This is an optimization exercise on Yosys and OpenROAD, whose aim is small area, not a production implementation.
The RTL was checked by simulation tests, not by an equivalence proof against the original design.
Power figures rest on the tool's default switching activity, not on a simulated workload.

==> flow/design.v (outline; a module is shown in full before it is edited, if it fits) <==
// module top: 1948 lines
module  top (clk,reset,data1,data2,data3,data4,data5,data6,data7,data8,data9,data10,data11,data12,data13,data14,data15,data16,data17,data18,data19,data20,
	dataen1,dataen2,dataen3,dataen4,dataen5,dataen6,dataen7,dataen8,dataen9,dataen10,dataen11,dataen12,dataen13,dataen14,dataen15,dataen16,dataen17,dataen18,dataen19,dataen20,
	datao1,datao2,datao3,datao4,datao5,datao6,datao7,datao8,datao9,datao10,datao11,datao12,datao13,datao14,datao15,datao16,datao17,datao18,datao19,datao20);
  // ...
==> flow/run.sh <==
#!/bin/bash
# synth_recipe.tcl (not shown) runs the flow's synth.tcl, then flattens the netlist and writes it again
# the make line also repeats each setting of config.mk as NAME=value (left out here)
make -C /OpenROAD-flow-scripts/flow DESIGN_CONFIG=/design/flow/config.mk WORK_HOME=/design/flow/orfs CLKGATE_MAP_FILE= SYNTH_SCRIPT=/design/flow/synth_recipe.tcl finish
==> flow/config.mk <==
export PLATFORM = sky130hd
export DESIGN_NAME = top
export DESIGN_NICKNAME = top
export VERILOG_FILES = /design/flow/design.v
export SDC_FILE = /design/flow/constraint.sdc
export NUM_CORES = 8
export LEC_CHECK = 0
export CAP_MARGIN = 35
export CELL_PAD_IN_SITES_DETAIL_PLACEMENT = 0
export CELL_PAD_IN_SITES_GLOBAL_PLACEMENT = 1
export CORE_MARGIN = 2
export CORE_UTILIZATION = 50
export PLACE_DENSITY = 0.6
export SLEW_MARGIN = 35
==> flow/constraint.sdc <==
create_clock -name core_clock -period 8.0 [get_ports {clk}]
set_input_delay 1.6000 -clock core_clock [delete_from_list [all_inputs] [get_ports {clk}]]
set_output_delay 1.6000 -clock core_clock [all_outputs]
set_load 0.01 [all_outputs]
==> results.json, run 1 <==
{
  "synth_top_cells_by_count": "edfxtp_1, nand2_1, dfrtp_1",
  "std_cell_rows": 182,
  "drtAntennaViolNets": 0,
  "critPathKind": "in2reg",
  "drtIter0Drc": 14190,
  "cp-endpoint": "r_data14out2_p[13]$_DFFE_PP_",
  "wl_mm": 509.7,
  "outcome": "timing/DRC/antenna clean",
  "fin_cells": 14020,
  "sh_seq_area_pct": 57.12,
  "dominant_cells": "flip-flops and latches",
  "synth_ff_type": "edfxtp_1",
  "timing.hold.ws_ns": 0.3895,
  "busiest_layer": "met2",
  "synth_mux_area_share_pct": 4.534,
  "num-clock-buffers": 429,
  "synth.area.top_cells": "edfxtp_1, dfrtp_1, mux2i_1",
  "async_reset_ff_share_pct": 29.80,
  "route.met3.wl_mm": 57.40,
  "core_area_um2": 245700,
  "synthCells": 9264,
  "multi_input_gates": 5448,
  "min_delay_path_depth": 0,
  "grtUsageTotal_pct": 39.63,
  "end_kind": "flop",
  "yosys.cell_types.count": 90,
  "power_density_nw_per_um2": 335.1,
  "pg_comb_uw": 12900,
  "maxCapViolations": 0,
  "cts_resized": 0,
  "tns_ns": 0,
  "p_total_uw": 50670,
  "grtUsageMet2_pct": 60.19,
  "drt_first_pass_iters": 10,
  "multi_input_area_share_pct": 23.05
}
==> inputs of run 2 (changes only) <==
--- a/flow/design.v
+++ b/flow/design.v
@@ -242,18 +242,18 @@
 wire v11_6 = |a11_6;
 wire l11_6_1 = v11_6 & (((a11_6[6:3] == 4'd0) & ((7'd1 == a11_6))) | (~(a11_6[6:3] == 4'd0) & (((3'd1 == a11_6[2:0]) & (4'd0 >= a11_6[6:3])))));
 wire f11_1 = v11_1;
 wire f11_2 = v11_2 & ~v11_1;
 wire f11_3 = v11_3 & ~v11_1 & ~v11_2;
 wire f11_4 = v11_4 & ~v11_1 & ~v11_2 & ~v11_3;
 wire f11_6 = v11_6 & ~v11_1 & ~v11_2 & ~v11_3 & ~v11_4;
 wire any11 = v11_1 | v11_2 | v11_3 | v11_4 | v11_6;
-wire [24:0] bus11_p = (v11_1 ? p11_1 : (v11_2 ? p11_2 : (v11_3 ? p11_3 : (v11_4 ? p11_4 : p11_6))));
-wire [6:0] bus11_a = (v11_1 ? a11_1 : (v11_2 ? a11_2 : (v11_3 ? a11_3 : (v11_4 ? a11_4 : a11_6))));
+wire [24:0] bus11_p = (({25{f11_1}} & p11_1) | ({25{f11_2}} & p11_2) | ({25{f11_3}} & p11_3) | ({25{f11_4}} & p11_4) | ({25{f11_6}} & p11_6));
+wire [6:0] bus11_a = (({7{f11_1}} & a11_1) | ({7{f11_2}} & a11_2) | ({7{f11_3}} & a11_3) | ({7{f11_4}} & a11_4) | ({7{f11_6}} & a11_6));
 wire ld11_1 = (f11_1 & l11_1_1) | (f11_2 & l11_2_1) | (f11_3 & l11_3_1) | (f11_4 & l11_4_1) | (f11_6 & l11_6_1);
 wire [24:0] d11_1_p = bus11_p;
 wire [6:0] d11_1_a = bus11_a;
 always @(posedge clk or negedge reset)
   if (!reset) r_datao1_a <= 1'd0;
   else if (ld11_1) r_datao1_a <= {d11_1_a[0]};
   else if (!any11) r_datao1_a <= 1'd0;
 always @(posedge clk or negedge reset)
@@ -308,18 +308,18 @@
 wire v12_4 = |a12_4;
 wire l12_4_1 = v12_4 & (((a12_4[6:3] == 4'd0) & ((7'd2 == a12_4))) | (~(a12_4[6:3] == 4'd0) & ((4'd0 >= a12_4[6:3]))));
 wire l12_4_2 = v12_4 & (((a12_4[6:3] == 4'd0) & ((7'd2 < a12_4))));
 wire f12_1 = v12_1;
 wire f12_2 = v12_2 & ~v12_1;
 wire f12_3 = v12_3 & ~v12_1 & ~v12_2;
 wire f12_4 = v12_4 & ~v12_1 & ~v12_2 & ~v12_3;
 wire any12 = v12_1 | v12_2 | v12_3 | v12_4;
-wire [24:0] bus12_p = (v12_1 ? p12_1 : (v12_2 ? p12_2 : (v12_3 ? p12_3 : p12_4)));
-wire [6:0] bus12_a = (v12_1 ? a12_1 : (v12_2 ? a12_2 : (v12_3 ? a12_3 : a12_4)));
+wire [24:0] bus12_p = (({25{f12_1}} & p12_1) | ({25{f12_2}} & p12_2) | ({25{f12_3}} & p12_3) | ({25{f12_4}} & p12_4));
+wire [6:0] bus12_a = (({7{f12_1}} & a12_1) | ({7{f12_2}} & a12_2) | ({7{f12_3}} & a12_3) | ({7{f12_4}} & a12_4));
 wire ld12_1 = (f12_1 & l12_1_1) | (f12_2 & l12_2_1) | (f12_3 & l12_3_1) | (f12_4 & l12_4_1);
 wire [24:0] d12_1_p = bus12_p;
 wire [6:0] d12_1_a = bus12_a;
 always @(posedge clk or negedge reset)
   if (!reset) r_datao2_a <= 1'd0;
   else if (ld12_1) r_datao2_a <= {d12_1_a[1]};
   else if (!any12) r_datao2_a <= 1'd0;
 always @(posedge clk or negedge reset)
@@ -374,18 +374,18 @@
 wire v13_4 = |a13_4;
 wire l13_4_1 = v13_4 & (((a13_4[6:3] == 4'd0) & ((7'd3 == a13_4))) | (~(a13_4[6:3] == 4'd0) & ((4'd0 >= a13_4[6:3]))));
 wire l13_4_2 = v13_4 & (((a13_4[6:3] == 4'd0) & ((7'd3 < a13_4))));
 wire f13_1 = v13_1;
 wire f13_2 = v13_2 & ~v13_1;
 wire f13_3 = v13_3 & ~v13_1 & ~v13_2;
 wire f13_4 = v13_4 & ~v13_1 & ~v13_2 & ~v13_3;
 wire any13 = v13_1 | v13_2 | v13_3 | v13_4;
-wire [24:0] bus13_p = (v13_1 ? p13_1 : (v13_2 ? p13_2 : (v13_3 ? p13_3 : p13_4)));
-wire [6:0] bus13_a = (v13_1 ? a13_1 : (v13_2 ? a13_2 : (v13_3 ? a13_3 : a13_4)));
+wire [24:0] bus13_p = (({25{f13_1}} & p13_1) | ({25{f13_2}} & p13_2) | ({25{f13_3}} & p13_3) | ({25{f13_4}} & p13_4));
+wire [6:0] bus13_a = (({7{f13_1}} & a13_1) | ({7{f13_2}} & a13_2) | ({7{f13_3}} & a13_3) | ({7{f13_4}} & a13_4));
 wire ld13_1 = (f13_1 & l13_1_1) | (f13_2 & l13_2_1) | (f13_3 & l13_3_1) | (f13_4 & l13_4_1);
 wire [24:0] d13_1_p = bus13_p;
 wire [6:0] d13_1_a = bus13_a;
 always @(posedge clk or negedge reset)
   if (!reset) r_datao3_a <= 1'd0;
   else if (ld13_1) r_datao3_a <= {d13_1_a[0]};
   else if (!any13) r_datao3_a <= 1'd0;
 always @(posedge clk or negedge reset)
@@ -440,18 +440,18 @@
 wire v14_4 = |a14_4;
 wire l14_4_1 = v14_4 & (((a14_4[6:3] == 4'd0) & ((7'd4 == a14_4))) | (~(a14_4[6:3] == 4'd0) & ((4'd0 >= a14_4[6:3]))));
 wire l14_4_2 = v14_4 & (((a14_4[6:3] == 4'd0) & ((7'd4 < a14_4))));
 wire f14_1 = v14_1;
 wire f14_2 = v14_2 & ~v14_1;
 wire f14_3 = v14_3 & ~v14_1 & ~v14_2;
 wire f14_4 = v14_4 & ~v14_1 & ~v14_2 & ~v14_3;
 wire any14 = v14_1 | v14_2 | v14_3 | v14_4;
-wire [24:0] bus14_p = (v14_1 ? p14_1 : (v14_2 ? p14_2 : (v14_3 ? p14_3 : p14_4)));
-wire [6:0] bus14_a = (v14_1 ? a14_1 : (v14_2 ? a14_2 : (v14_3 ? a14_3 : a14_4)));
+wire [24:0] bus14_p = (({25{f14_1}} & p14_1) | ({25{f14_2}} & p14_2) | ({25{f14_3}} & p14_3) | ({25{f14_4}} & p14_4));
+wire [6:0] bus14_a = (({7{f14_1}} & a14_1) | ({7{f14_2}} & a14_2) | ({7{f14_3}} & a14_3) | ({7{f14_4}} & a14_4));
 wire ld14_1 = (f14_1 & l14_1_1) | (f14_2 & l14_2_1) | (f14_3 & l14_3_1) | (f14_4 & l14_4_1);
 wire [24:0] d14_1_p = bus14_p;
 wire [6:0] d14_1_a = bus14_a;
 always @(posedge clk or negedge reset)
   if (!reset) r_datao4_a <= 1'd0;
   else if (ld14_1) r_datao4_a <= {d14_1_a[2]};
   else if (!any14) r_datao4_a <= 1'd0;
 always @(posedge clk or negedge reset)
@@ -518,18 +518,18 @@
 wire l15_7_1 = v15_7 & (((a15_7[6:3] == 4'd0) & ((7'd5 == a15_7))) | (~(a15_7[6:3] == 4'd0) & (((3'd5 == a15_7[2:0]) & (4'd0 >= a15_7[6:3])))));
 wire l15_7_2 = v15_7 & (((a15_7[6:3] == 4'd0) & ((7'd5 < a15_7))));
 wire f15_1 = v15_1;
 wire f15_2 = v15_2 & ~v15_1;
 wire f15_3 = v15_3 & ~v15_1 & ~v15_2;
 wire f15_4 = v15_4 & ~v15_1 & ~v15_2 & ~v15_3;
 wire f15_7 = v15_7 & ~v15_1 & ~v15_2 & ~v15_3 & ~v15_4;
 wire any15 = v15_1 | v15_2 | v15_3 | v15_4 | v15_7;
-wire [24:0] bus15_p = (v15_1 ? p15_1 : (v15_2 ? p15_2 : (v15_3 ? p15_3 : (v15_4 ? p15_4 : p15_7))));
-wire [6:0] bus15_a = (v15_1 ? a15_1 : (v15_2 ? a15_2 : (v15_3 ? a15_3 : (v15_4 ? a15_4 : a15_7))));
+wire [24:0] bus15_p = (({25{f15_1}} & p15_1) | ({25{f15_2}} & p15_2) | ({25{f15_3}} & p15_3) | ({25{f15_4}} & p15_4) | ({25{f15_7}} & p15_7));
+wire [6:0] bus15_a = (({7{f15_1}} & a15_1) | ({7{f15_2}} & a15_2) | ({7{f15_3}} & a15_3) | ({7{f15_4}} & a15_4) | ({7{f15_7}} & a15_7));
 wire ld15_1 = (f15_1 & l15_1_1) | (f15_2 & l15_2_1) | (f15_3 & l15_3_1) | (f15_4 & l15_4_1) | (f15_7 & l15_7_1);
 wire [24:0] d15_1_p = bus15_p;
 wire [6:0] d15_1_a = bus15_a;
 always @(posedge clk or negedge reset)
   if (!reset) r_datao5_a <= 1'd0;
   else if (ld15_1) r_datao5_a <= {d15_1_a[0]};
   else if (!any15) r_datao5_a <= 1'd0;
 always @(posedge clk or negedge reset)
@@ -594,18 +594,18 @@
 wire l21_4_1 = v21_4 & ((~(a21_4[6:3] == 4'd1) & ((4'd1 >= a21_4[6:3]))));
 wire l21_4_2 = v21_4 & (((a21_4[6:3] == 4'd1) & ((7'd1 < a21_4))));
 wire l21_4_3 = v21_4 & ((~(a21_4[6:3] == 4'd1) & ((4'd1 < a21_4[6:3]))));
 wire f21_1 = v21_1;
 wire f21_2 = v21_2 & ~v21_1;
 wire f21_3 = v21_3 & ~v21_1 & ~v21_2;
 wire f21_4 = v21_4 & ~v21_1 & ~v21_2 & ~v21_3;
 wire any21 = v21_1 | v21_2 | v21_3 | v21_4;
-wire [24:0] bus21_p = (v21_1 ? p21_1 : (v21_2 ? p21_2 : (v21_3 ? p21_3 : p21_4)));
-wire [6:0] bus21_a = (v21_1 ? a21_1 : (v21_2 ? a21_2 : (v21_3 ? a21_3 : a21_4)));
+wire [24:0] bus21_p = (({25{f21_1}} & p21_1) | ({25{f21_2}} & p21_2) | ({25{f21_3}} & p21_3) | ({25{f21_4}} & p21_4));
+wire [6:0] bus21_a = (({7{f21_1}} & a21_1) | ({7{f21_2}} & a21_2) | ({7{f21_3}} & a21_3) | ({7{f21_4}} & a21_4));
 wire ld21_1 = (f21_3 & l21_3_1) | (f21_4 & l21_4_1);
 wire [24:0] d21_1_p = bus21_p;
 wire [6:0] d21_1_a = bus21_a;
 always @(posedge clk or negedge reset)
   if (!reset) r_data21out1_a <= 3'd0;
   else if (ld21_1) r_data21out1_a <= {d21_1_a[2],d21_1_a[1],d21_1_a[0]};
   else if (!any21) r_data21out1_a <= 3'd0;
 always @(posedge clk)
@@ -674,18 +674,18 @@
 wire l22_8_6 = v22_8 & ((~(a22_8[6:3] == 4'd1) & (((3'd2 < a22_8[2:0]) & (4'd1 < a22_8[6:3])))));
 wire f22_1 = v22_1;
 wire f22_2 = v22_2 & ~v22_1;
 wire f22_3 = v22_3 & ~v22_1 & ~v22_2;
 wire f22_4 = v22_4 & ~v22_1 & ~v22_2 & ~v22_3;
 wire f22_6 = v22_6 & ~v22_1 & ~v22_2 & ~v22_3 & ~v22_4;
 wire f22_8 = v22_8 & ~v22_1 & ~v22_2 & ~v22_3 & ~v22_4 & ~v22_6;
 wire any22 = v22_1 | v22_2 | v22_3 | v22_4 | v22_6 | v22_8;
-wire [24:0] bus22_p = (v22_1 ? p22_1 : (v22_2 ? p22_2 : (v22_3 ? p22_3 : (v22_4 ? p22_4 : (v22_6 ? p22_6 : p22_8)))));
-wire [6:0] bus22_a = (v22_1 ? a22_1 : (v22_2 ? a22_2 : (v22_3 ? a22_3 : (v22_4 ? a22_4 : (v22_6 ? a22_6 : a22_8)))));
+wire [24:0] bus22_p = (({25{f22_1}} & p22_1) | ({25{f22_2}} & p22_2) | ({25{f22_3}} & p22_3) | ({25{f22_4}} & p22_4) | ({25{f22_6}} & p22_6) | ({25{f22_8}} & p22_8));
+wire [6:0] bus22_a = (({7{f22_1}} & a22_1) | ({7{f22_2}} & a22_2) | ({7{f22_3}} & a22_3) | ({7{f22_4}} & a22_4) | ({7{f22_6}} & a22_6) | ({7{f22_8}} & a22_8));
 wire ld22_1 = (f22_3 & l22_3_1) | (f22_6 & l22_6_1);
 wire [24:0] d22_1_p = bus22_p;
 wire [6:0] d22_1_a = bus22_a;
 always @(posedge clk or negedge reset)
   if (!reset) r_data22out1_a <= 1'd0;
   else if (ld22_1) r_data22out1_a <= {d22_1_a[1]};
   else if (!any22) r_data22out1_a <= 1'd0;
 always @(posedge clk)
@@ -754,18 +754,18 @@
 wire [24:0] p23_4 = r_data22out2_p;
 wire v23_4 = |a23_4;
 wire l23_4_2 = v23_4 & (((a23_4[6:3] == 4'd1) & ((7'd3 < a23_4))));
 wire f23_1 = v23_1;
 wire f23_2 = v23_2 & ~v23_1;
 wire f23_3 = v23_3 & ~v23_1 & ~v23_2;
 wire f23_4 = v23_4 & ~v23_1 & ~v23_2 & ~v23_3;
 wire any23 = v23_1 | v23_2 | v23_3 | v23_4;
-wire [24:0] bus23_p = (v23_1 ? p23_1 : (v23_2 ? p23_2 : (v23_3 ? p23_3 : p23_4)));
-wire [6:0] bus23_a = (v23_1 ? a23_1 : (v23_2 ? a23_2 : (v23_3 ? a23_3 : a23_4)));
+wire [24:0] bus23_p = (({25{f23_1}} & p23_1) | ({25{f23_2}} & p23_2) | ({25{f23_3}} & p23_3) | ({25{f23_4}} & p23_4));
+wire [6:0] bus23_a = (({7{f23_1}} & a23_1) | ({7{f23_2}} & a23_2) | ({7{f23_3}} & a23_3) | ({7{f23_4}} & a23_4));
 wire ld23_1 = (f23_3 & l23_3_1);
 wire [24:0] d23_1_p = p23_3;
 wire [6:0] d23_1_a = a23_3;
 always @(posedge clk or negedge reset)
   if (!reset) r_data23out1_a <= 1'd0;
   else if (ld23_1) r_data23out1_a <= {d23_1_a[0]};
   else if (!any23) r_data23out1_a <= 1'd0;
 always @(posedge clk)
@@ -826,18 +826,18 @@
 wire l24_7_2 = v24_7 & (((a24_7[6:3] == 4'd1) & ((7'd4 < a24_7))));
 wire l24_7_5 = v24_7 & ((~(a24_7[6:3] == 4'd1) & (((3'd4 < a24_7[2:0]) & (4'd1 >= a24_7[6:3])))));
 wire f24_1 = v24_1;
 wire f24_3 = v24_3 & ~v24_1;
 wire f24_4 = v24_4 & ~v24_1 & ~v24_3;
 wire f24_5 = v24_5 & ~v24_1 & ~v24_3 & ~v24_4;
 wire f24_7 = v24_7 & ~v24_1 & ~v24_3 & ~v24_4 & ~v24_5;
 wire any24 = v24_1 | v24_3 | v24_4 | v24_5 | v24_7;
-wire [24:0] bus24_p = (v24_1 ? p24_1 : (v24_3 ? p24_3 : (v24_4 ? p24_4 : (v24_5 ? p24_5 : p24_7))));
-wire [6:0] bus24_a = (v24_1 ? a24_1 : (v24_3 ? a24_3 : (v24_4 ? a24_4 : (v24_5 ? a24_5 : a24_7))));
+wire [24:0] bus24_p = (({25{f24_1}} & p24_1) | ({25{f24_3}} & p24_3) | ({25{f24_4}} & p24_4) | ({25{f24_5}} & p24_5) | ({25{f24_7}} & p24_7));
+wire [6:0] bus24_a = (({7{f24_1}} & a24_1) | ({7{f24_3}} & a24_3) | ({7{f24_4}} & a24_4) | ({7{f24_5}} & a24_5) | ({7{f24_7}} & a24_7));
 wire ld24_1 = (f24_3 & l24_3_1) | (f24_7 & l24_7_1);
 wire [24:0] d24_1_p = bus24_p;
 wire [6:0] d24_1_a = bus24_a;
 always @(posedge clk or negedge reset)
   if (!reset) r_data24out1_a <= 1'd0;
   else if (ld24_1) r_data24out1_a <= {d24_1_a[2]};
   else if (!any24) r_data24out1_a <= 1'd0;
 always @(posedge clk)
@@ -907,18 +907,18 @@
 wire [24:0] p25_4 = r_data24out2_p;
 wire v25_4 = |a25_4;
 wire l25_4_2 = v25_4 & (((a25_4[6:3] == 4'd1) & ((7'd5 < a25_4) | (7'd5 == a25_4))));
 wire f25_1 = v25_1;
 wire f25_2 = v25_2 & ~v25_1;
 wire f25_3 = v25_3 & ~v25_1 & ~v25_2;
 wire f25_4 = v25_4 & ~v25_1 & ~v25_2 & ~v25_3;
 wire any25 = v25_1 | v25_2 | v25_3 | v25_4;
-wire [24:0] bus25_p = (v25_1 ? p25_1 : (v25_2 ? p25_2 : (v25_3 ? p25_3 : p25_4)));
-wire [6:0] bus25_a = (v25_1 ? a25_1 : (v25_2 ? a25_2 : (v25_3 ? a25_3 : a25_4)));
+wire [24:0] bus25_p = (({25{f25_1}} & p25_1) | ({25{f25_2}} & p25_2) | ({25{f25_3}} & p25_3) | ({25{f25_4}} & p25_4));
+wire [6:0] bus25_a = (({7{f25_1}} & a25_1) | ({7{f25_2}} & a25_2) | ({7{f25_3}} & a25_3) | ({7{f25_4}} & a25_4));
 wire ld25_1 = (f25_2 & l25_2_1) | (f25_3 & l25_3_1);
 wire [24:0] d25_1_p = bus25_p;
 wire [6:0] d25_1_a = bus25_a;
 always @(posedge clk or negedge reset)
   if (!reset) r_data25out1_a <= 3'd0;
   else if (ld25_1) r_data25out1_a <= {d25_1_a[2],d25_1_a[1],d25_1_a[0]};
   else if (!any25) r_data25out1_a <= 3'd0;
 always @(posedge clk)
@@ -956,18 +956,18 @@
 wire [24:0] p31_4 = {data18[31:25],data18[17:0]};
 wire v31_4 = |a31_4;
 wire l31_4_1 = v31_4 & ((~(a31_4[6:3] == 4'd2) & ((4'd2 >= a31_4[6:3]))));
 wire l31_4_3 = v31_4 & ((~(a31_4[6:3] == 4'd2) & ((4'd2 < a31_4[6:3]))));
 wire f31_1 = v31_1;
 wire f31_3 = v31_3 & ~v31_1;
 wire f31_4 = v31_4 & ~v31_1 & ~v31_3;
 wire any31 = v31_1 | v31_3 | v31_4;
-wire [24:0] bus31_p = (v31_1 ? p31_1 : (v31_3 ? p31_3 : p31_4));
-wire [6:0] bus31_a = (v31_1 ? a31_1 : (v31_3 ? a31_3 : a31_4));
+wire [24:0] bus31_p = (({25{f31_1}} & p31_1) | ({25{f31_3}} & p31_3) | ({25{f31_4}} & p31_4));
+wire [6:0] bus31_a = (({7{f31_1}} & a31_1) | ({7{f31_3}} & a31_3) | ({7{f31_4}} & a31_4));
 wire ld31_1 = (f31_3 & l31_3_1) | (f31_4 & l31_4_1);
 wire [24:0] d31_1_p = bus31_p;
 wire [6:0] d31_1_a = bus31_a;
 always @(posedge clk or negedge reset)
   if (!reset) r_data31out1_a <= 4'd0;
   else if (ld31_1) r_data31out1_a <= {d31_1_a[3],d31_1_a[2],d31_1_a[1],d31_1_a[0]};
   else if (!any31) r_data31out1_a <= 4'd0;
 always @(posedge clk)
@@ -1009,18 +1009,18 @@
 wire [24:0] p32_4 = r_data31out1_p;
 wire v32_4 = |a32_4;
 wire l32_4_1 = v32_4 & ((~(a32_4[6:3] == 4'd2) & ((4'd2 >= a32_4[6:3]))));
 wire f32_1 = v32_1;
 wire f32_2 = v32_2 & ~v32_1;
 wire f32_3 = v32_3 & ~v32_1 & ~v32_2;
 wire f32_4 = v32_4 & ~v32_1 & ~v32_2 & ~v32_3;
 wire any32 = v32_1 | v32_2 | v32_3 | v32_4;
-wire [24:0] bus32_p = (v32_2 ? p32_2 : (v32_3 ? p32_3 : p32_4));
-wire [6:0] bus32_a = (v32_2 ? a32_2 : (v32_3 ? a32_3 : a32_4));
+wire [24:0] bus32_p = (({25{f32_2}} & p32_2) | ({25{f32_3}} & p32_3) | ({25{f32_4}} & p32_4));
+wire [6:0] bus32_a = (({7{f32_2}} & a32_2) | ({7{f32_3}} & a32_3) | ({7{f32_4}} & a32_4));
 wire ld32_1 = (f32_3 & l32_3_1) | (f32_4 & l32_4_1);
 wire [24:0] d32_1_p = bus32_p;
 wire [6:0] d32_1_a = bus32_a;
 always @(posedge clk or negedge reset)
   if (!reset) r_data32out1_a <= 4'd0;
   else if (ld32_1) r_data32out1_a <= {d32_1_a[3],d32_1_a[2],d32_1_a[1],d32_1_a[0]};
   else if (!any32) r_data32out1_a <= 4'd0;
 always @(posedge clk)
@@ -1089,18 +1089,18 @@
 wire f33_1 = v33_1;
 wire f33_3 = v33_3 & ~v33_1;
 wire f33_4 = v33_4 & ~v33_1 & ~v33_3;
 wire f33_5 = v33_5 & ~v33_1 & ~v33_3 & ~v33_4;
 wire f33_6 = v33_6 & ~v33_1 & ~v33_3 & ~v33_4 & ~v33_5;
 wire f33_7 = v33_7 & ~v33_1 & ~v33_3 & ~v33_4 & ~v33_5 & ~v33_6;
 wire f33_8 = v33_8 & ~v33_1 & ~v33_3 & ~v33_4 & ~v33_5 & ~v33_6 & ~v33_7;
 wire any33 = v33_1 | v33_3 | v33_4 | v33_5 | v33_6 | v33_7 | v33_8;
-wire [24:0] bus33_p = (v33_1 ? p33_1 : (v33_3 ? p33_3 : (v33_4 ? p33_4 : (v33_5 ? p33_5 : (v33_6 ? p33_6 : (v33_7 ? p33_7 : p33_8))))));
-wire [6:0] bus33_a = (v33_1 ? a33_1 : (v33_3 ? a33_3 : (v33_4 ? a33_4 : (v33_5 ? a33_5 : (v33_6 ? a33_6 : (v33_7 ? a33_7 : a33_8))))));
+wire [24:0] bus33_p = (({25{f33_1}} & p33_1) | ({25{f33_3}} & p33_3) | ({25{f33_4}} & p33_4) | ({25{f33_5}} & p33_5) | ({25{f33_6}} & p33_6) | ({25{f33_7}} & p33_7) | ({25{f33_8}} & p33_8));
+wire [6:0] bus33_a = (({7{f33_1}} & a33_1) | ({7{f33_3}} & a33_3) | ({7{f33_4}} & a33_4) | ({7{f33_5}} & a33_5) | ({7{f33_6}} & a33_6) | ({7{f33_7}} & a33_7) | ({7{f33_8}} & a33_8));
 wire ld33_1 = (f33_3 & l33_3_1) | (f33_6 & l33_6_1) | (f33_7 & l33_7_1);
 wire [24:0] d33_1_p = bus33_p;
 wire [6:0] d33_1_a = bus33_a;
 always @(posedge clk or negedge reset)
   if (!reset) r_data33out1_a <= 2'd0;
   else if (ld33_1) r_data33out1_a <= {d33_1_a[3],d33_1_a[0]};
   else if (!any33) r_data33out1_a <= 2'd0;
 always @(posedge clk)
@@ -1185,18 +1185,18 @@
 wire [24:0] p34_4 = r_data33out2_p;
 wire v34_4 = |a34_4;
 wire l34_4_2 = v34_4 & (((a34_4[6:3] == 4'd2) & ((7'd4 < a34_4))));
 wire f34_1 = v34_1;
 wire f34_2 = v34_2 & ~v34_1;
 wire f34_3 = v34_3 & ~v34_1 & ~v34_2;
 wire f34_4 = v34_4 & ~v34_1 & ~v34_2 & ~v34_3;
 wire any34 = v34_1 | v34_2 | v34_3 | v34_4;
-wire [24:0] bus34_p = (v34_2 ? p34_2 : (v34_3 ? p34_3 : p34_4));
-wire [6:0] bus34_a = (v34_2 ? a34_2 : (v34_3 ? a34_3 : a34_4));
+wire [24:0] bus34_p = (({25{f34_2}} & p34_2) | ({25{f34_3}} & p34_3) | ({25{f34_4}} & p34_4));
+wire [6:0] bus34_a = (({7{f34_2}} & a34_2) | ({7{f34_3}} & a34_3) | ({7{f34_4}} & a34_4));
 wire ld34_1 = (f34_3 & l34_3_1);
 wire [24:0] d34_1_p = p34_3;
 wire [6:0] d34_1_a = a34_3;
 always @(posedge clk or negedge reset)
   if (!reset) r_data34out1_a <= 2'd0;
   else if (ld34_1) r_data34out1_a <= {d34_1_a[3],d34_1_a[2]};
   else if (!any34) r_data34out1_a <= 2'd0;
 always @(posedge clk)
@@ -1240,18 +1240,18 @@
 wire [24:0] p35_4 = r_data34out2_p;
 wire v35_4 = |a35_4;
 wire l35_4_2 = v35_4 & (((a35_4[6:3] == 4'd2) & ((7'd5 < a35_4) | (7'd5 == a35_4))));
 wire f35_1 = v35_1;
 wire f35_2 = v35_2 & ~v35_1;
 wire f35_3 = v35_3 & ~v35_1 & ~v35_2;
 wire f35_4 = v35_4 & ~v35_1 & ~v35_2 & ~v35_3;
 wire any35 = v35_1 | v35_2 | v35_3 | v35_4;
-wire [24:0] bus35_p = (v35_1 ? p35_1 : (v35_2 ? p35_2 : (v35_3 ? p35_3 : p35_4)));
-wire [6:0] bus35_a = (v35_1 ? a35_1 : (v35_2 ? a35_2 : (v35_3 ? a35_3 : a35_4)));
+wire [24:0] bus35_p = (({25{f35_1}} & p35_1) | ({25{f35_2}} & p35_2) | ({25{f35_3}} & p35_3) | ({25{f35_4}} & p35_4));
+wire [6:0] bus35_a = (({7{f35_1}} & a35_1) | ({7{f35_2}} & a35_2) | ({7{f35_3}} & a35_3) | ({7{f35_4}} & a35_4));
 wire ld35_1 = (f35_2 & l35_2_1) | (f35_3 & l35_3_1);
 wire [24:0] d35_1_p = bus35_p;
 wire [6:0] d35_1_a = bus35_a;
 always @(posedge clk or negedge reset)
   if (!reset) r_data35out1_a <= 4'd0;
   else if (ld35_1) r_data35out1_a <= {d35_1_a[3],d35_1_a[2],d35_1_a[1],d35_1_a[0]};
   else if (!any35) r_data35out1_a <= 4'd0;
 always @(posedge clk)
@@ -1301,18 +1301,18 @@
 wire v41_4 = |a41_4;
 wire l41_4_1 = v41_4 & ((~(a41_4[6:3] == 4'd3) & ((4'd3 >= a41_4[6:3]))));
 wire l41_4_2 = v41_4 & (((a41_4[6:3] == 4'd3) & ((7'd1 < a41_4))));
 wire l41_4_3 = v41_4 & ((~(a41_4[6:3] == 4'd3) & ((4'd3 < a41_4[6:3]))));
 wire f41_1 = v41_1;
 wire f41_3 = v41_3 & ~v41_1;
 wire f41_4 = v41_4 & ~v41_1 & ~v41_3;
 wire any41 = v41_1 | v41_3 | v41_4;
-wire [24:0] bus41_p = (v41_1 ? p41_1 : (v41_3 ? p41_3 : p41_4));
-wire [6:0] bus41_a = (v41_1 ? a41_1 : (v41_3 ? a41_3 : a41_4));
+wire [24:0] bus41_p = (({25{f41_1}} & p41_1) | ({25{f41_3}} & p41_3) | ({25{f41_4}} & p41_4));
+wire [6:0] bus41_a = (({7{f41_1}} & a41_1) | ({7{f41_3}} & a41_3) | ({7{f41_4}} & a41_4));
 wire ld41_1 = (f41_3 & l41_3_1) | (f41_4 & l41_4_1);
 wire [24:0] d41_1_p = bus41_p;
 wire [6:0] d41_1_a = bus41_a;
 always @(posedge clk or negedge reset)
   if (!reset) r_data41out1_a <= 5'd0;
   else if (ld41_1) r_data41out1_a <= {d41_1_a[4],d41_1_a[3],d41_1_a[2],d41_1_a[1],d41_1_a[0]};
   else if (!any41) r_data41out1_a <= 5'd0;
 always @(posedge clk)
@@ -1373,18 +1373,18 @@
 wire l42_7_2 = v42_7 & (((a42_7[6:3] == 4'd3) & ((7'd2 < a42_7))));
 wire l42_7_5 = v42_7 & ((~(a42_7[6:3] == 4'd3) & (((3'd2 < a42_7[2:0]) & (4'd3 >= a42_7[6:3])))));
 wire f42_1 = v42_1;
 wire f42_3 = v42_3 & ~v42_1;
 wire f42_4 = v42_4 & ~v42_1 & ~v42_3;
 wire f42_5 = v42_5 & ~v42_1 & ~v42_3 & ~v42_4;
 wire f42_7 = v42_7 & ~v42_1 & ~v42_3 & ~v42_4 & ~v42_5;
 wire any42 = v42_1 | v42_3 | v42_4 | v42_5 | v42_7;
-wire [24:0] bus42_p = (v42_1 ? p42_1 : (v42_3 ? p42_3 : (v42_4 ? p42_4 : (v42_5 ? p42_5 : p42_7))));
-wire [6:0] bus42_a = (v42_1 ? a42_1 : (v42_3 ? a42_3 : (v42_4 ? a42_4 : (v42_5 ? a42_5 : a42_7))));
+wire [24:0] bus42_p = (({25{f42_1}} & p42_1) | ({25{f42_3}} & p42_3) | ({25{f42_4}} & p42_4) | ({25{f42_5}} & p42_5) | ({25{f42_7}} & p42_7));
+wire [6:0] bus42_a = (({7{f42_1}} & a42_1) | ({7{f42_3}} & a42_3) | ({7{f42_4}} & a42_4) | ({7{f42_5}} & a42_5) | ({7{f42_7}} & a42_7));
 wire ld42_1 = (f42_3 & l42_3_1) | (f42_7 & l42_7_1);
 wire [24:0] d42_1_p = bus42_p;
 wire [6:0] d42_1_a = bus42_a;
 always @(posedge clk or negedge reset)
   if (!reset) r_data42out1_a <= 3'd0;
   else if (ld42_1) r_data42out1_a <= {d42_1_a[4],d42_1_a[3],d42_1_a[1]};
   else if (!any42) r_data42out1_a <= 3'd0;
 always @(posedge clk)
@@ -1437,18 +1437,18 @@
 wire [6:0] a43_4 = {1'b0,1'b0,r_data42out2_a[3],r_data42out2_a[3],r_data42out2_a[2],r_data42out2_a[1],r_data42out2_a[0]};
 wire [24:0] p43_4 = r_data42out2_p;
 wire v43_4 = |a43_4;
 wire l43_4_2 = v43_4 & (((a43_4[6:3] == 4'd3) & ((7'd3 < a43_4))));
 wire f43_1 = v43_1;
 wire f43_3 = v43_3 & ~v43_1;
 wire f43_4 = v43_4 & ~v43_1 & ~v43_3;
 wire any43 = v43_1 | v43_3 | v43_4;
-wire [24:0] bus43_p = (v43_3 ? p43_3 : p43_4);
-wire [6:0] bus43_a = (v43_3 ? a43_3 : a43_4);
+wire [24:0] bus43_p = (({25{f43_3}} & p43_3) | ({25{f43_4}} & p43_4));
+wire [6:0] bus43_a = (({7{f43_3}} & a43_3) | ({7{f43_4}} & a43_4));
 wire ld43_1 = (f43_3 & l43_3_1);
 wire [24:0] d43_1_p = p43_3;
 wire [6:0] d43_1_a = a43_3;
 always @(posedge clk or negedge reset)
   if (!reset) r_data43out1_a <= 5'd0;
   else if (ld43_1) r_data43out1_a <= {d43_1_a[4],d43_1_a[3],d43_1_a[2],d43_1_a[1],d43_1_a[0]};
   else if (!any43) r_data43out1_a <= 5'd0;
 always @(posedge clk)
@@ -1503,18 +1503,18 @@
 wire l44_8_6 = v44_8 & ((~(a44_8[6:3] == 4'd3) & (((3'd4 < a44_8[2:0]) & (4'd3 < a44_8[6:3])))));
 wire f44_1 = v44_1;
 wire f44_2 = v44_2 & ~v44_1;
 wire f44_3 = v44_3 & ~v44_1 & ~v44_2;
 wire f44_4 = v44_4 & ~v44_1 & ~v44_2 & ~v44_3;
 wire f44_6 = v44_6 & ~v44_1 & ~v44_2 & ~v44_3 & ~v44_4;
 wire f44_8 = v44_8 & ~v44_1 & ~v44_2 & ~v44_3 & ~v44_4 & ~v44_6;
 wire any44 = v44_1 | v44_2 | v44_3 | v44_4 | v44_6 | v44_8;
-wire [24:0] bus44_p = (v44_1 ? p44_1 : (v44_2 ? p44_2 : (v44_3 ? p44_3 : (v44_4 ? p44_4 : (v44_6 ? p44_6 : p44_8)))));
-wire [6:0] bus44_a = (v44_1 ? a44_1 : (v44_2 ? a44_2 : (v44_3 ? a44_3 : (v44_4 ? a44_4 : (v44_6 ? a44_6 : a44_8)))));
+wire [24:0] bus44_p = (({25{f44_1}} & p44_1) | ({25{f44_2}} & p44_2) | ({25{f44_3}} & p44_3) | ({25{f44_4}} & p44_4) | ({25{f44_6}} & p44_6) | ({25{f44_8}} & p44_8));
+wire [6:0] bus44_a = (({7{f44_1}} & a44_1) | ({7{f44_2}} & a44_2) | ({7{f44_3}} & a44_3) | ({7{f44_4}} & a44_4) | ({7{f44_6}} & a44_6) | ({7{f44_8}} & a44_8));
 wire ld44_1 = (f44_3 & l44_3_1) | (f44_6 & l44_6_1);
 wire [24:0] d44_1_p = bus44_p;
 wire [6:0] d44_1_a = bus44_a;
 always @(posedge clk or negedge reset)
   if (!reset) r_data44out1_a <= 3'd0;
   else if (ld44_1) r_data44out1_a <= {d44_1_a[4],d44_1_a[3],d44_1_a[2]};
   else if (!any44) r_data44out1_a <= 3'd0;
 always @(posedge clk)
@@ -1576,18 +1576,18 @@
 wire [24:0] p45_4 = r_data44out2_p;
 wire v45_4 = |a45_4;
 wire l45_4_2 = v45_4 & (((a45_4[6:3] == 4'd3) & ((7'd5 < a45_4) | (7'd5 == a45_4))));
 wire f45_1 = v45_1;
 wire f45_2 = v45_2 & ~v45_1;
 wire f45_3 = v45_3 & ~v45_1 & ~v45_2;
 wire f45_4 = v45_4 & ~v45_1 & ~v45_2 & ~v45_3;
 wire any45 = v45_1 | v45_2 | v45_3 | v45_4;
-wire [24:0] bus45_p = (v45_1 ? p45_1 : (v45_2 ? p45_2 : (v45_3 ? p45_3 : p45_4)));
-wire [6:0] bus45_a = (v45_1 ? a45_1 : (v45_2 ? a45_2 : (v45_3 ? a45_3 : a45_4)));
+wire [24:0] bus45_p = (({25{f45_1}} & p45_1) | ({25{f45_2}} & p45_2) | ({25{f45_3}} & p45_3) | ({25{f45_4}} & p45_4));
+wire [6:0] bus45_a = (({7{f45_1}} & a45_1) | ({7{f45_2}} & a45_2) | ({7{f45_3}} & a45_3) | ({7{f45_4}} & a45_4));
 wire ld45_1 = (f45_2 & l45_2_1) | (f45_3 & l45_3_1);
 wire [24:0] d45_1_p = bus45_p;
 wire [6:0] d45_1_a = bus45_a;
 always @(posedge clk or negedge reset)
   if (!reset) r_data45out1_a <= 5'd0;
   else if (ld45_1) r_data45out1_a <= {d45_1_a[4],d45_1_a[3],d45_1_a[2],d45_1_a[1],d45_1_a[0]};
   else if (!any45) r_data45out1_a <= 5'd0;
 always @(posedge clk)
@@ -1646,18 +1646,18 @@
 wire v51_5 = |a51_5;
 wire l51_5_2 = v51_5 & (((a51_5[6:3] == 4'd4) & ((7'd1 < a51_5))));
 wire l51_5_3 = v51_5 & (((a51_5[6:3] == 4'd4) & ((7'd1 == a51_5))) | (~(a51_5[6:3] == 4'd4) & (((3'd1 == a51_5[2:0]) & (4'd4 < a51_5[6:3])))));
 wire f51_1 = v51_1;
 wire f51_3 = v51_3 & ~v51_1;
 wire f51_4 = v51_4 & ~v51_1 & ~v51_3;
 wire f51_5 = v51_5 & ~v51_1 & ~v51_3 & ~v51_4;
 wire any51 = v51_1 | v51_3 | v51_4 | v51_5;
-wire [24:0] bus51_p = (v51_1 ? p51_1 : (v51_3 ? p51_3 : (v51_4 ? p51_4 : p51_5)));
-wire [6:0] bus51_a = (v51_1 ? a51_1 : (v51_3 ? a51_3 : (v51_4 ? a51_4 : a51_5)));
+wire [24:0] bus51_p = (({25{f51_1}} & p51_1) | ({25{f51_3}} & p51_3) | ({25{f51_4}} & p51_4) | ({25{f51_5}} & p51_5));
+wire [6:0] bus51_a = (({7{f51_1}} & a51_1) | ({7{f51_3}} & a51_3) | ({7{f51_4}} & a51_4) | ({7{f51_5}} & a51_5));
 wire ld51_1 = (f51_3 & l51_3_1) | (f51_4 & l51_4_1);
 wire [24:0] d51_1_p = bus51_p;
 wire [6:0] d51_1_a = bus51_a;
 always @(posedge clk or negedge reset)
   if (!reset) r_data51out1_a <= 3'd0;
   else if (ld51_1) r_data51out1_a <= {d51_1_a[4],d51_1_a[3],d51_1_a[0]};
   else if (!any51) r_data51out1_a <= 3'd0;
 always @(posedge clk)
@@ -1715,18 +1715,18 @@
 wire [6:0] a52_4 = {1'b0,r_data51out2_a[3],1'b0,1'b0,r_data51out2_a[2],r_data51out2_a[1],r_data51out2_a[0]};
 wire [24:0] p52_4 = r_data51out2_p;
 wire v52_4 = |a52_4;
 wire l52_4_2 = v52_4 & (((a52_4[6:3] == 4'd4) & ((7'd2 < a52_4))));
 wire f52_1 = v52_1;
 wire f52_3 = v52_3 & ~v52_1;
 wire f52_4 = v52_4 & ~v52_1 & ~v52_3;
 wire any52 = v52_1 | v52_3 | v52_4;
-wire [24:0] bus52_p = (v52_1 ? p52_1 : (v52_3 ? p52_3 : p52_4));
-wire [6:0] bus52_a = (v52_1 ? a52_1 : (v52_3 ? a52_3 : a52_4));
+wire [24:0] bus52_p = (({25{f52_1}} & p52_1) | ({25{f52_3}} & p52_3) | ({25{f52_4}} & p52_4));
+wire [6:0] bus52_a = (({7{f52_1}} & a52_1) | ({7{f52_3}} & a52_3) | ({7{f52_4}} & a52_4));
 wire ld52_1 = (f52_3 & l52_3_1);
 wire [24:0] d52_1_p = p52_3;
 wire [6:0] d52_1_a = a52_3;
 always @(posedge clk or negedge reset)
   if (!reset) r_data52out1_a <= 5'd0;
   else if (ld52_1) r_data52out1_a <= {d52_1_a[4],d52_1_a[3],d52_1_a[2],d52_1_a[1],d52_1_a[0]};
   else if (!any52) r_data52out1_a <= 5'd0;
 always @(posedge clk)
@@ -1764,18 +1764,18 @@
 wire [6:0] a53_4 = {1'b0,r_data52out2_a[3],1'b0,1'b0,r_data52out2_a[2],r_data52out2_a[1],r_data52out2_a[0]};
 wire [24:0] p53_4 = r_data52out2_p;
 wire v53_4 = |a53_4;
 wire l53_4_2 = v53_4 & (((a53_4[6:3] == 4'd4) & ((7'd3 < a53_4))));
 wire f53_1 = v53_1;
 wire f53_3 = v53_3 & ~v53_1;
 wire f53_4 = v53_4 & ~v53_1 & ~v53_3;
 wire any53 = v53_1 | v53_3 | v53_4;
-wire [24:0] bus53_p = (v53_1 ? p53_1 : (v53_3 ? p53_3 : p53_4));
-wire [6:0] bus53_a = (v53_1 ? a53_1 : (v53_3 ? a53_3 : a53_4));
+wire [24:0] bus53_p = (({25{f53_1}} & p53_1) | ({25{f53_3}} & p53_3) | ({25{f53_4}} & p53_4));
+wire [6:0] bus53_a = (({7{f53_1}} & a53_1) | ({7{f53_3}} & a53_3) | ({7{f53_4}} & a53_4));
 wire ld53_1 = (f53_3 & l53_3_1);
 wire [24:0] d53_1_p = p53_3;
 wire [6:0] d53_1_a = a53_3;
 always @(posedge clk or negedge reset)
   if (!reset) r_data53out1_a <= 5'd0;
   else if (ld53_1) r_data53out1_a <= {d53_1_a[4],d53_1_a[3],d53_1_a[2],d53_1_a[1],d53_1_a[0]};
   else if (!any53) r_data53out1_a <= 5'd0;
 always @(posedge clk)
@@ -1813,18 +1813,18 @@
 wire [6:0] a54_4 = {1'b0,r_data53out2_a[3],1'b0,1'b0,r_data53out2_a[2],r_data53out2_a[1],r_data53out2_a[0]};
 wire [24:0] p54_4 = r_data53out2_p;
 wire v54_4 = |a54_4;
 wire l54_4_2 = v54_4 & (((a54_4[6:3] == 4'd4) & ((7'd4 < a54_4))));
 wire f54_1 = v54_1;
 wire f54_3 = v54_3 & ~v54_1;
 wire f54_4 = v54_4 & ~v54_1 & ~v54_3;
 wire any54 = v54_1 | v54_3 | v54_4;
-wire [24:0] bus54_p = (v54_1 ? p54_1 : (v54_3 ? p54_3 : p54_4));
-wire [6:0] bus54_a = (v54_1 ? a54_1 : (v54_3 ? a54_3 : a54_4));
+wire [24:0] bus54_p = (({25{f54_1}} & p54_1) | ({25{f54_3}} & p54_3) | ({25{f54_4}} & p54_4));
+wire [6:0] bus54_a = (({7{f54_1}} & a54_1) | ({7{f54_3}} & a54_3) | ({7{f54_4}} & a54_4));
 wire ld54_1 = (f54_3 & l54_3_1);
 wire [24:0] d54_1_p = p54_3;
 wire [6:0] d54_1_a = a54_3;
 always @(posedge clk or negedge reset)
   if (!reset) r_data54out1_a <= 5'd0;
   else if (ld54_1) r_data54out1_a <= {d54_1_a[4],d54_1_a[3],d54_1_a[2],d54_1_a[1],d54_1_a[0]};
   else if (!any54) r_data54out1_a <= 5'd0;
 always @(posedge clk)
@@ -1878,18 +1878,18 @@
 wire l55_8_2 = v55_8 & (((a55_8[6:3] == 4'd4) & ((7'd5 < a55_8))));
 wire l55_8_3 = v55_8 & (((a55_8[6:3] == 4'd4) & ((7'd5 == a55_8))) | (~(a55_8[6:3] == 4'd4) & (((3'd5 == a55_8[2:0]) & (4'd4 < a55_8[6:3])))));
 wire f55_1 = v55_1;
 wire f55_2 = v55_2 & ~v55_1;
 wire f55_3 = v55_3 & ~v55_1 & ~v55_2;
 wire f55_4 = v55_4 & ~v55_1 & ~v55_2 & ~v55_3;
 wire f55_8 = v55_8 & ~v55_1 & ~v55_2 & ~v55_3 & ~v55_4;
 wire any55 = v55_1 | v55_2 | v55_3 | v55_4 | v55_8;
-wire [24:0] bus55_p = (v55_1 ? p55_1 : (v55_2 ? p55_2 : (v55_3 ? p55_3 : (v55_4 ? p55_4 : p55_8))));
-wire [6:0] bus55_a = (v55_1 ? a55_1 : (v55_2 ? a55_2 : (v55_3 ? a55_3 : (v55_4 ? a55_4 : a55_8))));
+wire [24:0] bus55_p = (({25{f55_1}} & p55_1) | ({25{f55_2}} & p55_2) | ({25{f55_3}} & p55_3) | ({25{f55_4}} & p55_4) | ({25{f55_8}} & p55_8));
+wire [6:0] bus55_a = (({7{f55_1}} & a55_1) | ({7{f55_2}} & a55_2) | ({7{f55_3}} & a55_3) | ({7{f55_4}} & a55_4) | ({7{f55_8}} & a55_8));
 wire ld55_1 = (f55_2 & l55_2_1) | (f55_3 & l55_3_1);
 wire [24:0] d55_1_p = bus55_p;
 wire [6:0] d55_1_a = bus55_a;
 always @(posedge clk or negedge reset)
   if (!reset) r_data55out1_a <= 3'd0;
   else if (ld55_1) r_data55out1_a <= {d55_1_a[4],d55_1_a[3],d55_1_a[0]};
   else if (!any55) r_data55out1_a <= 3'd0;
 always @(posedge clk)
==> run 2 against run 1 <==
Compared with the run above: sequential share of layout area is 1.6 points higher; hold slack better by 0.018 ns; first-iteration DRC count is 8.8% higher; synthesized area is 2.5% lower; worst setup slack better by 0.12 ns; count of clock-buffer cells in the layout is 7 higher; wire length is 1.7% lower; global-route usage is 0.30 points higher; non-clock buffer count is 74 lower; critical path type unchanged; critical endpoint is now r_data51out1_p[6]$_DFFE_PP_; largest cell class unchanged; highest routed layer unchanged.
==> results.json, run 2 <==
{
  "cp_top_family": "simple AND/OR/NAND/NOR gates",
  "vias": 89590,
  "hold_viol_final": 0,
  "tns_ns": 0,
  "start_util_pct": 50.14,
  "clock_latency_ns": 0.98,
  "grt_max_degree": 164,
  "synthCells": 8836,
  "p_leak_uw": 0.05493,
  "syn_area_um2": 120300,
  "synth-seq-area-share_pct": 71.83,
  "yosys.area.top_type": "edfxtp_1",
  "hp-class": "reg2reg",
  "yosys.cell_types.count": 95,
  "fin_cells": 13570,
  "synth_top_cells_by_count": "edfxtp_1, nand2_1, dfrtp_1",
  "ir_drop_mv": 0.2253,
  "rsz0062_at_grt": "false",
  "syn_to_final_growth_pct": 22.24,
  "setup_violations": 0,
  "wl_mm": 501.2,
  "async_reset_ff_share_pct": 29.80,
  "placedCellCount": 12880,
  "synth-warning-count": 1,
  "arrival_ns": 5.10,
  "fillers": 18740,
  "synth_ff_type": "edfxtp_1",
  "drv_slew": 0,
  "cts_tree": "done",
  "regArea_um2": 86390,
  "design_area_um2": 147000,
  "dp_hpwl_mm": 368.2,
  "grtUsageTotal_pct": 39.94,
  "ctsHtreeMaxLevel": 5,
  "syn_area_per_cell_um2": 13.61,
  "die_area_um2": 244500,
  "gr-total-overflow": 0,
  "fmax_ghz": 0.2219,
  "std_cell_rows": 180,
  "placed_area_um2": 136000,
  "num_io_pins": 1302,
  "r2r_slack_ns": 3.81,
  "antenna_found_initial": 72,
  "power_density_nw_per_um2": 323.9,
  "worstPathMaxFanout": 25,
  "finalClockSkew_ns": 0.04554,
  "nets": 10690,
  "die_y_um": 494.4,
  "wl_per_cell_um": 36.94,
  "end_kind": "flop",
  "gp_congestion": 1.023,
  "cts_inserted_buffers": 327,
  "port_buffers": 1183,
  "outcome": "timing/DRC/antenna clean",
  "cp_slowest_cell": "nor3b_4",
  "ff2ff_path_depth": 7,
  "cts_sinks": 3027,
  "final_common_cell": "edfxtp_1",
  "path_buf_inv": 3,
  "drtAntennaViolNets": 0,
  "max-clock-path-buffers": 4,
  "path_clk_slew_ns": 0.06,
  "maxCapViolations": 0,
  "worst_r2r_startpoint": "r_data44out8_a[1]$_DFFE_PN0P_",
  "max_slew.worst_pin.slew_ns": 1.080,
  "critical_path_required_ns": 8.59,
  "cts_setup_buffers": 0,
  "grt_pass1_vias": 82210,
  "drive_gt1_share_pct": 9.978,
  "synth_top_area_share_pct": 53.06,
  "drtIter0Drc": 15440,
  "drt_first_pass_iters": 14,
  "yosysMostFrequentCell": "edfxtp_1",
  "worstSetupStartpointType": "input pin",
  "slowest_delay_ns": 0.69,
  "synth.area.top_cells": "edfxtp_1, dfrtp_1, nand2_1",
  "clock-root-buffer": "clkbuf_16",
  "final_cell_mix": "edfxtp_1, clkdlybuf4s50_1, nand2_1",
  "min_period_ns": 4.506,
  "hold_end": "r_data34out3_p[12]$_DFFE_PP_",
  "relSlewSlack_pct": 28.01,
  "viasPerCell": 6.603,
  "die_w_um": 494.4,
  "reg2reg_to": "r_data33out1_p[21]$_DFFE_PP_",
  "post-route-period-util_pct": 56.32,
  "remaining_drc_errors": 0,
  "cts_resized": 0,
  "grt_pass1_wl_mm": 667.6,
  "critPathKind": "in2reg",
  "path_cells": "clkdlybuf4s50_1 -> or4_1 -> buf_6 -> or2_4 -> nor3b_4 -> a41oi_1 -> inv_2",
  "synth-seq-cells": 3027,
  "hold_path.startpoint": "r_data24out3_p[12]$_DFFE_PP_",
  "synth_edf_count": 2125,
  "postCtsHoldBufs": 0,
  "core_area_um2": 239900,
  "min_delay_path_depth": 0,
  "multi_input_area_um2": 31070
}
-- run 2: metrics by stage --
stage / utilization [%] / total power (uW) / setup slack (ns) / hold WS, ns
floorplan: - / 25710 / 2.534 / 0.4003
global placement: 56.52 / 32110 / 2.093 / 0.4018
detailed placement: 56.68 / 32330 / 2.373 / 0.4045
CTS: 61.10 / 47380 / 3.389 / 0.4094
global route: 61.19 / 48860 / 3.430 / 0.4130
finish: 61.29 / 47620 / 3.494 / 0.4079
-- run 2: worst max-delay path by stage --
stage	startpoint	to	slack, ns	cells after the start
floorplan	data14[21]	r_data52out1_a[0]$_DFFE_PN0P_	2.53	5
global route	data15[24]	r_data51out1_p[9]$_DFFE_PP_	3.43	7
detailed placement	data15[24]	r_data51out1_p[9]$_DFFE_PP_	2.37	6
CTS	data15[24]	r_data51out1_p[13]$_DFFE_PP_	3.39	6
global placement	data15[24]	r_data51out1_p[9]$_DFFE_PP_	2.09	6
finish	data15[24]	r_data51out1_p[6]$_DFFE_PP_	3.49	7
-- run 2: layout make-up --
cell class | instances | share of cell area, %
flip-flops and latches | 3027 | 58.76
diodes | 99 | 0.1685
multi-input cells | 4976 | 21.13
well taps | 3185 | 2.711
repair buffers | 1401 | 9.274
inverters | 296 | 0.7558
clock inverters | 147 | 1.035
clock buffers | 436 | 6.161
-- run 2: kinds of logic (layout without fill, tap and decap cells) --
| kind of cell | Yosys count | after routing | synth area share [%] |
|---|---|---|---|
| XOR/XNOR | 2 | 2 | 0.01457 |
| multiplexers | 108 | 108 | 0.9280 |
| AND/OR/NAND/NOR | 2327 | 2327 | 9.137 |
| buffers and inverters | 930 | 2280 | 3.372 |
| adder cells (fa/ha/maj) | 2 | 2 | 0.02080 |
| AO/OA/AOI/OAI | 2439 | 2439 | 14.70 |
| flip-flops | 3027 | 3027 | 71.83 |
| other | 1 | 197 | 0.003118 |
-- run 2: power by group --
| group | internal, uW | switching (uW) | total [uW] |
|---|---|---|---|
| combinational | 4200 | 6200 | 10400 |
| sequential | 19600 | 2420 | 22000 |
| clock | 8870 | 6350 | 15200 |
-- run 2: per-layer routing --
metal / up-vias / part of all wire, % / global-route usage (%)
met3: 1305 / 13 / 10.48
met2: 7391 / 44 / 58.46
met1: 44510 / 37 / 53.92
met4: 34 / 6.6 / 23.50
li1: 36340 / - / -
met5: - / 0.045 / 0
-- run 2: worst reg2reg max path, stage by stage (launching register included) --
cell and delay [ns]:
dfrtp_1 0.49, nor4_1 0.76, nand2_1 0.23, or3_1 0.60, nor3_4 0.62, buf_6 0.25, a221o_1 0.62, buf_4 0.40
==> inputs of run 3 (changes only) <==
==> flow/flow/run.sh (new file) <==
#!/bin/bash
export BUFFER_PORTS_ARGS="-buffer_cell sky130_fd_sc_hd__buf_1"
bash standard.sh > standard.log 2>&1
==> flow/standard.sh (new file) <==
#!/bin/bash
# synth_recipe.tcl (not shown) runs the flow's synth.tcl, then flattens the netlist and writes it again
# the make line also repeats each setting of config.mk as NAME=value (left out here)
make -C /OpenROAD-flow-scripts/flow DESIGN_CONFIG=/design/flow/config.mk WORK_HOME=/design/flow/orfs CLKGATE_MAP_FILE= SYNTH_SCRIPT=/design/flow/synth_recipe.tcl "${@:-finish}"
--- a/flow/config.mk
+++ b/flow/config.mk
@@ -9,6 +9,7 @@
 export CELL_PAD_IN_SITES_DETAIL_PLACEMENT = 0
-export CELL_PAD_IN_SITES_GLOBAL_PLACEMENT = 1
+export CELL_PAD_IN_SITES_GLOBAL_PLACEMENT = 0
 export CORE_MARGIN = 2
-export CORE_UTILIZATION = 50
-export PLACE_DENSITY = 0.6
+export CORE_UTILIZATION = 65
+export CTS_BUF_LIST = sky130_fd_sc_hd__clkbuf_4
+export PLACE_DENSITY = 0.75
 export SLEW_MARGIN = 35
removed: flow/run.sh
==> run 3 against run 2 <==
Compared with the run above: sequential share of layout area up 4.1 points; synthesized area unchanged; non-clock buffer count down 18; synthesized cell count unchanged; fmax up 7.7%; die area down 23%; sequential power about the same; clock skew up 0.084 ns; clock power down 13%; critical path type is now reg2reg; largest cell class unchanged; largest power group unchanged; highest routed layer unchanged.
==> results.json, run 3 <==
{
  "path_clk_slew_ns": 0.08,
  "use_met1_pct": 62.70,
  "vias": 94610,
  "drive_gt1_share_pct": 15.26,
  "cts_resized": 0,
  "post-route-period-util_pct": 52.31,
  "syn_to_final_growth_pct": 14.26,
  "yosys.area.top_type": "edfxtp_1",
  "die_area_um2": 188500,
  "end_kind": "flop",
  "fmax_ghz": 0.2390,
  "p_leak_uw": 0.05223,
  "hp-class": "in2async",
  "busiest_layer": "met2",
  "gr-total-overflow": 0,
  "syn_area_per_cell_um2": 13.61,
  "setup_violations": 0,
  "synth-seq-area-share_pct": 71.83,
  "num_io_pins": 1302,
  "relSlewSlack_pct": 29.84,
  "cts_setup_buffers": 0,
  "cts_tree": "done",
  "start_util_pct": 65.55,
  "syn_area_um2": 120300,
  "grt_pass1_wl_mm": 629.5,
  "tns_ns": 0,
  "synth_top_area_share_pct": 53.06,
  "arrival_ns": 5.41,
  "timing.hold.ws_ns": 0.2379,
  "synth-warning-count": 1,
  "hold_viol_final": 0,
  "port_buffers": 1183,
  "gp_congestion": 1.076,
  "core_area_um2": 183500,
  "critical_path_required_ns": 9.22,
  "synth_ff_type": "edfxtp_1",
  "grtUsageMet2_pct": 70.12,
  "ff2ff_path_depth": 6,
  "final_cell_mix": "edfxtp_1, buf_1, clkbuf_4",
  "rsz0062_at_grt": "false",
  "die_w_um": 434.1,
  "worstSetupStartpointType": "flop",
  "worstSetupStartpoint": "r_data23out3_a[3]$_DFFE_PN0P_",
  "yosysMostFrequentCell": "edfxtp_1",
  "grt_max_degree": 154,
  "std_cell_rows": 157,
  "min_period_ns": 4.185,
  "ctsHtreeMaxLevel": 6,
  "remaining_drc_errors": 0,
  "use_met3_pct": 16.43,
  "drtIter0Drc": 19090,
  "nets": 11090,
  "grtUsageTotal_pct": 48.54,
  "viasPerCell": 6.977,
  "worst_r2r_startpoint": "r_data23out3_a[3]$_DFFE_PN0P_",
  "grt_pass1_vias": 86000,
  "die_y_um": 434.1,
  "clock_latency_ns": 1.57,
  "postCtsHoldBufs": 0,
  "synth_edf_count": 2125,
  "drt_first_pass_iters": 14,
  "max-clock-path-buffers": 4,
  "ir_drop_mv": 0.2323,
  "wl_per_cell_um": 34.40,
  "power_density_nw_per_um2": 319.3,
  "cts_inserted_buffers": 743,
  "worstPathMaxFanout": 29,
  "wl_mm": 466.5,
  "critPathKind": "reg2reg",
  "synth.area.top_cells": "edfxtp_1, dfrtp_1, nand2_1",
  "drv_slew": 0,
  "final_common_cell": "edfxtp_1",
  "yosys.cell_types.count": 95,
  "cts_sinks": 3027,
  "dp_hpwl_mm": 337.4,
  "drtAntennaViolNets": 0,
  "outcome": "timing/DRC/antenna clean",
  "synthCells": 8836,
  "finalClockSkew_ns": 0.1293,
  "antenna_found_initial": 61,
  "clock-root-buffer": "clkbuf_4",
  "maxCapViolations": 0,
  "synth-seq-cells": 3027,
  "async_reset_ff_share_pct": 29.80,
  "synth_top_cells_by_count": "edfxtp_1, nand2_1, dfrtp_1",
  "max_slew.worst_pin.slew_ns": 1.052
}
-- run 3: power breakdown --
group	switching [uW]	internal [uW]
registers	2280	19600
logic	6200	2680
clock network	6520	6660
total	15000	28900
-- run 3: logic make-up (layout without fill, tap and decap cells) --
group | after synthesis | in the layout | synth area share [%]
compound gates | 2439 | 2439 | 14.70
xor+xnor | 2 | 2 | 0.01457
fa+ha+maj | 2 | 2 | 0.02080
buf+inv | 930 | 3012 | 3.372
flops | 3027 | 3027 | 71.83
mux | 108 | 108 | 0.9280
other cells | 1 | 179 | 0.003118
simple gates | 2327 | 2327 | 9.137
-- run 3: path summary, 6_finish.rpt --
check	endpoint	slack (ns)
worst max-delay path	r_data33out1_p[2]$_DFFE_PP_	3.82
worst min-delay path	r_data42out3_a[4]$_DFFE_PN0P_	0.24
worst max register to register	r_data33out1_p[2]$_DFFE_PP_	3.82
worst min register to register	r_data32out3_p[23]$_DFFE_PP_	0.34
max in group asynchronous	r_datao13_a[3]$_DFFE_PN0P_	5.90
min in group core_clock	r_data52out1_p[4]$_DFFE_PP_	0.28
-- run 3: worst max-delay path: stages (launching register included) --
cell and delay [ns]:
dfrtp_1 0.42, nor3_1 0.77, nand2_2 0.59, a222oi_1 0.81, nand3_1 0.27, a221o_1 0.67
buf_4 0.37
-- run 3: per-stage QoR --
| stage | instances | utilization [%] | power, uW | setup slack [ns] | instance area (um^2) |
|---|---|---|---|---|---|
| after floorplan | 8933 | - | 25710 | 2.534 | 120600 |
| after global placement | 12120 | 69.32 | 30130 | 2.879 | 127200 |
| after detailed placement | 12140 | 69.49 | 30430 | 3.017 | 127500 |
| after CTS | 13470 | 74.67 | 43290 | 3.851 | 137000 |
| after global routing | 13490 | 74.80 | 45090 | 3.803 | 137200 |
| final | 13560 | 74.89 | 43880 | 3.815 | 137400 |
-- run 3: metal layers --
layer  wire, um  part of all wire [%]  vias to the layer above
li1           -                     -                    37600
met1     150400                    32                    45280
met2     203600                    44                     9852
met3      75150                    16                     1845
met4      37140                   8.0                       32
met5        210                 0.045                        -
-- run 3: cell type report --
type	instances	area (um^2)
flip-flops and latches	3027	86380
fillers	12220	46060
multi-input cells	4976	31060
clock buffers	1084	8138
repair buffers	1383	6085
well taps	2464	3083
clock inverters	249	1351
inverters	296	1111
diodes	81	202.7

-- static timing again, ports no longer ideal --
No port has a modelled driver above. Below, the same layouts with a new extraction and two added sets of constraints. Step 1 sets driving cells, clkbuf_16 on the clock port and buf_2 on the other inputs (assumed; they add their load-dependent delay and slew). Step 2 times the ports against the registers' clock, not the clock port: input delays grow and output delays shrink by t, the midpoint of the rising clock arrivals with the driver on. Three values: ideal ports, drivers, drivers and shift; two values: the first two.
run	t, ns	slack for setup (ns)	worst setup path after step 2	latest minus earliest clock arrival (ns)	cell pins on the clock port's net
run 1	1.087	3.374 / 3.460 / 2.372	input to register	0.075 / 0.075	1
run 2	1.056	3.494 / 3.560 / 2.504	input to register	0.048 / 0.048	1
run 3	1.603	3.815 / 3.815 / 2.986	input to register	0.140 / 0.140	1
After both steps setup and hold are still met in every run listed. The setup slack of run 1, which loses most, moves by +0.086 ns with the drivers and by -1.002 ns with both steps.
